Context: an optimization exercise on an open-source flow, tuned for small area and a short achievable clock period. The choices shown serve that exercise and are no tape-out recipe. Where RTL was checked, it was by simulation tests only, not by an equivalence proof against the original. Power is estimated from default activity; no workload was simulated.

== red ==
## fifo_sync
module fifo_sync #(
    parameter int WIDTH = 32,
    parameter int DEPTH = 16    
)(
    input  logic                 clk,
    input  logic                 rst_n,
    input  logic                 wr_en,
    input  logic [WIDTH-1:0]     wr_data,
    output logic                 full,
    input  logic                 rd_en,
    output logic [WIDTH-1:0]     rd_data,
    output logic                 empty,
    output logic [$clog2(DEPTH+1)-1:0] level
);
    localparam int PTR_W  = $clog2(DEPTH);
    localparam int MDEPTH = DEPTH - 1;         
    logic [WIDTH-1:0] mem [0:MDEPTH-1];
    logic [WIDTH-1:0] head;
    logic [PTR_W-1:0]            wr_ptr;       
    logic [MDEPTH-1:0]           rd_sel;       
    logic [$clog2(DEPTH+1)-1:0]  count;
    logic                        nonempty_r;   
    logic                        le1_r;        
    logic push, pop;
    assign push = wr_en && !count[PTR_W];
    assign pop  = rd_en && nonempty_r;
    logic mem_push, mem_pop;
    assign mem_push = push && nonempty_r && !(le1_r && rd_en);
    assign mem_pop  = pop && !le1_r;
    always_ff @(posedge clk) begin
        if (push) mem[wr_ptr] <= wr_data;
    end
    logic             keep;
    logic [WIDTH-1:0] head_d;
    assign keep = !rd_en && nonempty_r;
    always_comb begin
        head_d = (head & {WIDTH{keep}}) | (wr_data & {WIDTH{!keep && le1_r}});
        for (int i = 0; i < MDEPTH; i++)
            head_d = head_d | (mem[i] & {WIDTH{!keep && !le1_r && rd_sel[i]}});
    end
    always_ff @(posedge clk) begin
        head <= head_d;
    end
    always_ff @(posedge clk or negedge rst_n) begin
        if (!rst_n) begin
            wr_ptr     <= '0;
            rd_sel     <= MDEPTH'(1);
            count      <= '0;
            nonempty_r <= 1'b0;
            le1_r      <= 1'b1;
        end else begin
            if (mem_push) wr_ptr <= (wr_ptr == PTR_W'(MDEPTH-1)) ? '0 : wr_ptr + 1'b1;
            if (mem_pop)  rd_sel <= {rd_sel[MDEPTH-2:0], rd_sel[MDEPTH-1]};
            if (push && !pop) begin
                count      <= count + 1'b1;
                nonempty_r <= 1'b1;
                le1_r      <= !nonempty_r;
            end else if (pop && !push) begin
                count      <= count - 1'b1;
  ...
For scale: about 1100 cells after synthesis, roughly 75 I/O pins, about 20000 um^2 of cells after synthesis.
==> module fifo_sync, before the edit <==
module fifo_sync #(
    parameter int WIDTH = 32,
    parameter int DEPTH = 16    
)(
    input  logic                 clk,
    input  logic                 rst_n,
    input  logic                 wr_en,
    input  logic [WIDTH-1:0]     wr_data,
    output logic                 full,
    input  logic                 rd_en,
    output logic [WIDTH-1:0]     rd_data,
    output logic                 empty,
    output logic [$clog2(DEPTH+1)-1:0] level
);
    localparam int PTR_W  = $clog2(DEPTH);
    localparam int MDEPTH = DEPTH - 1;         
    logic [WIDTH-1:0] mem [0:MDEPTH-1];
    logic [WIDTH-1:0] head;
    logic [PTR_W-1:0]            wr_ptr;       
    logic [MDEPTH-1:0]           rd_sel;       
    logic [$clog2(DEPTH+1)-1:0]  count;
    logic                        nonempty_r;   
    logic                        le1_r;        
    logic push, pop;
    assign push = wr_en && !count[PTR_W];
    assign pop  = rd_en && nonempty_r;
    logic mem_push, mem_pop;
    assign mem_push = push && nonempty_r && !(le1_r && rd_en);
    assign mem_pop  = pop && !le1_r;
    always_ff @(posedge clk) begin
        if (push) mem[wr_ptr] <= wr_data;
    end
    logic             keep;
    logic [WIDTH-1:0] head_d;
    assign keep = !rd_en && nonempty_r;
    always_comb begin
        head_d = (head & {WIDTH{keep}}) | (wr_data & {WIDTH{!keep && le1_r}});
        for (int i = 0; i < MDEPTH; i++)
            head_d = head_d | (mem[i] & {WIDTH{!keep && !le1_r && rd_sel[i]}});
    end
    always_ff @(posedge clk) begin
        head <= head_d;
    end
    always_ff @(posedge clk or negedge rst_n) begin
        if (!rst_n) begin
            wr_ptr     <= '0;
            rd_sel     <= MDEPTH'(1);
            count      <= '0;
            nonempty_r <= 1'b0;
            le1_r      <= 1'b1;
        end else begin
            if (mem_push) wr_ptr <= (wr_ptr == PTR_W'(MDEPTH-1)) ? '0 : wr_ptr + 1'b1;
            if (mem_pop)  rd_sel <= {rd_sel[MDEPTH-2:0], rd_sel[MDEPTH-1]};
            if (push && !pop) begin
                count      <= count + 1'b1;
                nonempty_r <= 1'b1;
                le1_r      <= !nonempty_r;
            end else if (pop && !push) begin
                count      <= count - 1'b1;
                nonempty_r <= (count != 1);
                le1_r      <= (count <= 2);
            end
        end
    end
    assign rd_data = head;
    assign full    = count[PTR_W];
    assign empty   = !nonempty_r;
    assign level   = count;
endmodule
==> flow/config.mk <==
export PLATFORM = sky130hd
export DESIGN_NAME = fifo_sync
export DESIGN_NICKNAME = fifo_sync
export VERILOG_FILES = /design/flow/design.v
export SDC_FILE = /design/flow/constraint.sdc
export NUM_CORES = 4
export LEC_CHECK = 0
export CAP_MARGIN = 20
export CORE_MARGIN = 2
export CORE_UTILIZATION = 40
export SLEW_MARGIN = 20
==> flow/constraint.sdc <==
create_clock -name core_clock -period 4.3 [get_ports {clk}]
set_input_delay 0.8600 -clock core_clock [delete_from_list [all_inputs] [get_ports {clk}]]
set_output_delay 0.8600 -clock core_clock [all_outputs]
set_load 0.01 [all_outputs]
standard.sh (not shown) runs the stock make flow with config.mk's settings and CLKGATE_MAP_FILE= SYNTH_SCRIPT=/design/flow/synth_recipe.tcl, a recipe that flattens the netlist after the stock synthesis.
==> flow/flow/run.sh <==
#!/bin/bash
# Standard ORFS layout with faster port buffers and sizing free to change
# cell footprints; the tools' output goes to standard.log and the ORFS logs.
set -e
bash standard.sh MATCH_CELL_FOOTPRINT=0 \
  "BUFFER_PORTS_ARGS=-buffer_cell sky130_fd_sc_hd__buf_2" \
  SETUP_SLACK_MARGIN=2.4 CTS_CLUSTER_SIZE=30 CTS_CLUSTER_DIAMETER=150 finish > standard.log 2>&1
The flow did not stop early for red: all stages ran, and the layout cleared the timing, DRC and antenna checks.
Here is what was changed in the inputs of blue compared with red.
--- a/flow/design.v
+++ b/flow/design.v
@@ -17,11 +17,12 @@
     logic [WIDTH-1:0] mem [0:MDEPTH-1];
     logic [WIDTH-1:0] head;
-    logic [PTR_W-1:0]            wr_ptr;       
+    logic [MDEPTH-1:0]           wr_sel;       
     logic [MDEPTH-1:0]           rd_sel;       
     logic [$clog2(DEPTH+1)-1:0]  count;
+    logic                        full_r;       
     logic                        nonempty_r;   
     logic                        le1_r;        
     logic push, pop;
-    assign push = wr_en && !count[PTR_W];
+    assign push = wr_en && !full_r;
     assign pop  = rd_en && nonempty_r;
     logic mem_push, mem_pop;
@@ -29,5 +30,6 @@
     assign mem_pop  = pop && !le1_r;
     always_ff @(posedge clk) begin
-        if (push) mem[wr_ptr] <= wr_data;
+        for (int i = 0; i < MDEPTH; i++)
+            if (push && wr_sel[i]) mem[i] <= wr_data;
     end
     logic             keep;
@@ -44,18 +46,21 @@
     always_ff @(posedge clk or negedge rst_n) begin
         if (!rst_n) begin
-            wr_ptr     <= '0;
+            wr_sel     <= MDEPTH'(1);
             rd_sel     <= MDEPTH'(1);
             count      <= '0;
+            full_r     <= 1'b0;
             nonempty_r <= 1'b0;
             le1_r      <= 1'b1;
         end else begin
-            if (mem_push) wr_ptr <= (wr_ptr == PTR_W'(MDEPTH-1)) ? '0 : wr_ptr + 1'b1;
+            if (mem_push) wr_sel <= {wr_sel[MDEPTH-2:0], wr_sel[MDEPTH-1]};
             if (mem_pop)  rd_sel <= {rd_sel[MDEPTH-2:0], rd_sel[MDEPTH-1]};
             if (push && !pop) begin
                 count      <= count + 1'b1;
+                full_r     <= (count == DEPTH-1);
                 nonempty_r <= 1'b1;
                 le1_r      <= !nonempty_r;
             end else if (pop && !push) begin
                 count      <= count - 1'b1;
+                full_r     <= 1'b0;
                 nonempty_r <= (count != 1);
                 le1_r      <= (count <= 2);
==> comparison <==
- Looking at type of the setup path with the least slack, the flop to flop result is from red; the flop to output pin one comes from blue.
- Comparing blue and red, the lower minimum period implied by the final worst setup slack is on blue.
- Summary of blue over red: global-route usage shrank by 0.59 points; combinational power dropped about 43%.
- Lower met2 demand-to-capacity share in global routing was reported by blue, not red.
- Compare blue and red | global-route wire length before repair lower: blue
- Per the comparison of blue with red, sequential share of cell area has increased; relative contribution of combinational cells to total power has decreased.
The RTL of red was laid out without a check of its function.

==> static timing again, ports no longer ideal <==
The flow's constraints put no driver on any port. The routed layouts listed below were extracted and timed again, unchanged, in two steps. Step 1 (the two cells are an assumption about what drives the block):
set clk [get_ports {clk}]
set_driving_cell -lib_cell sky130_fd_sc_hd__clkbuf_16 $clk
set_driving_cell -lib_cell sky130_fd_sc_hd__buf_2 [delete_from_list [all_inputs] $clk]
Step 2 moves the port delays by t, midway between the first and last clock arrival at a register: inputs arrive t later, outputs are due t later. That takes back most of the time a late clock gives input paths. Three values: no drivers, after step 1, after step 2; two values: the first two.
| run | shift t [ns] | setup slack, ns | hold WS [ns] | worst setup path after step 2 | worst data-port slew with drivers (ns) |
|---|---|---|---|---|---|
| red | 0.608 | 2.241 / 2.232 / 1.841 | 0.309 / 0.277 / 0.475 | input to register | 0.04 |
| blue | 0.615 | 2.261 / 2.205 / 1.789 | 0.387 / 0.354 / 0.477 | input to register | 0.07 |
After both steps setup and hold are still met in every run listed. For blue, which loses most, drivers alone change the setup slack by -0.056 ns; drivers and shift together by -0.472 ns.
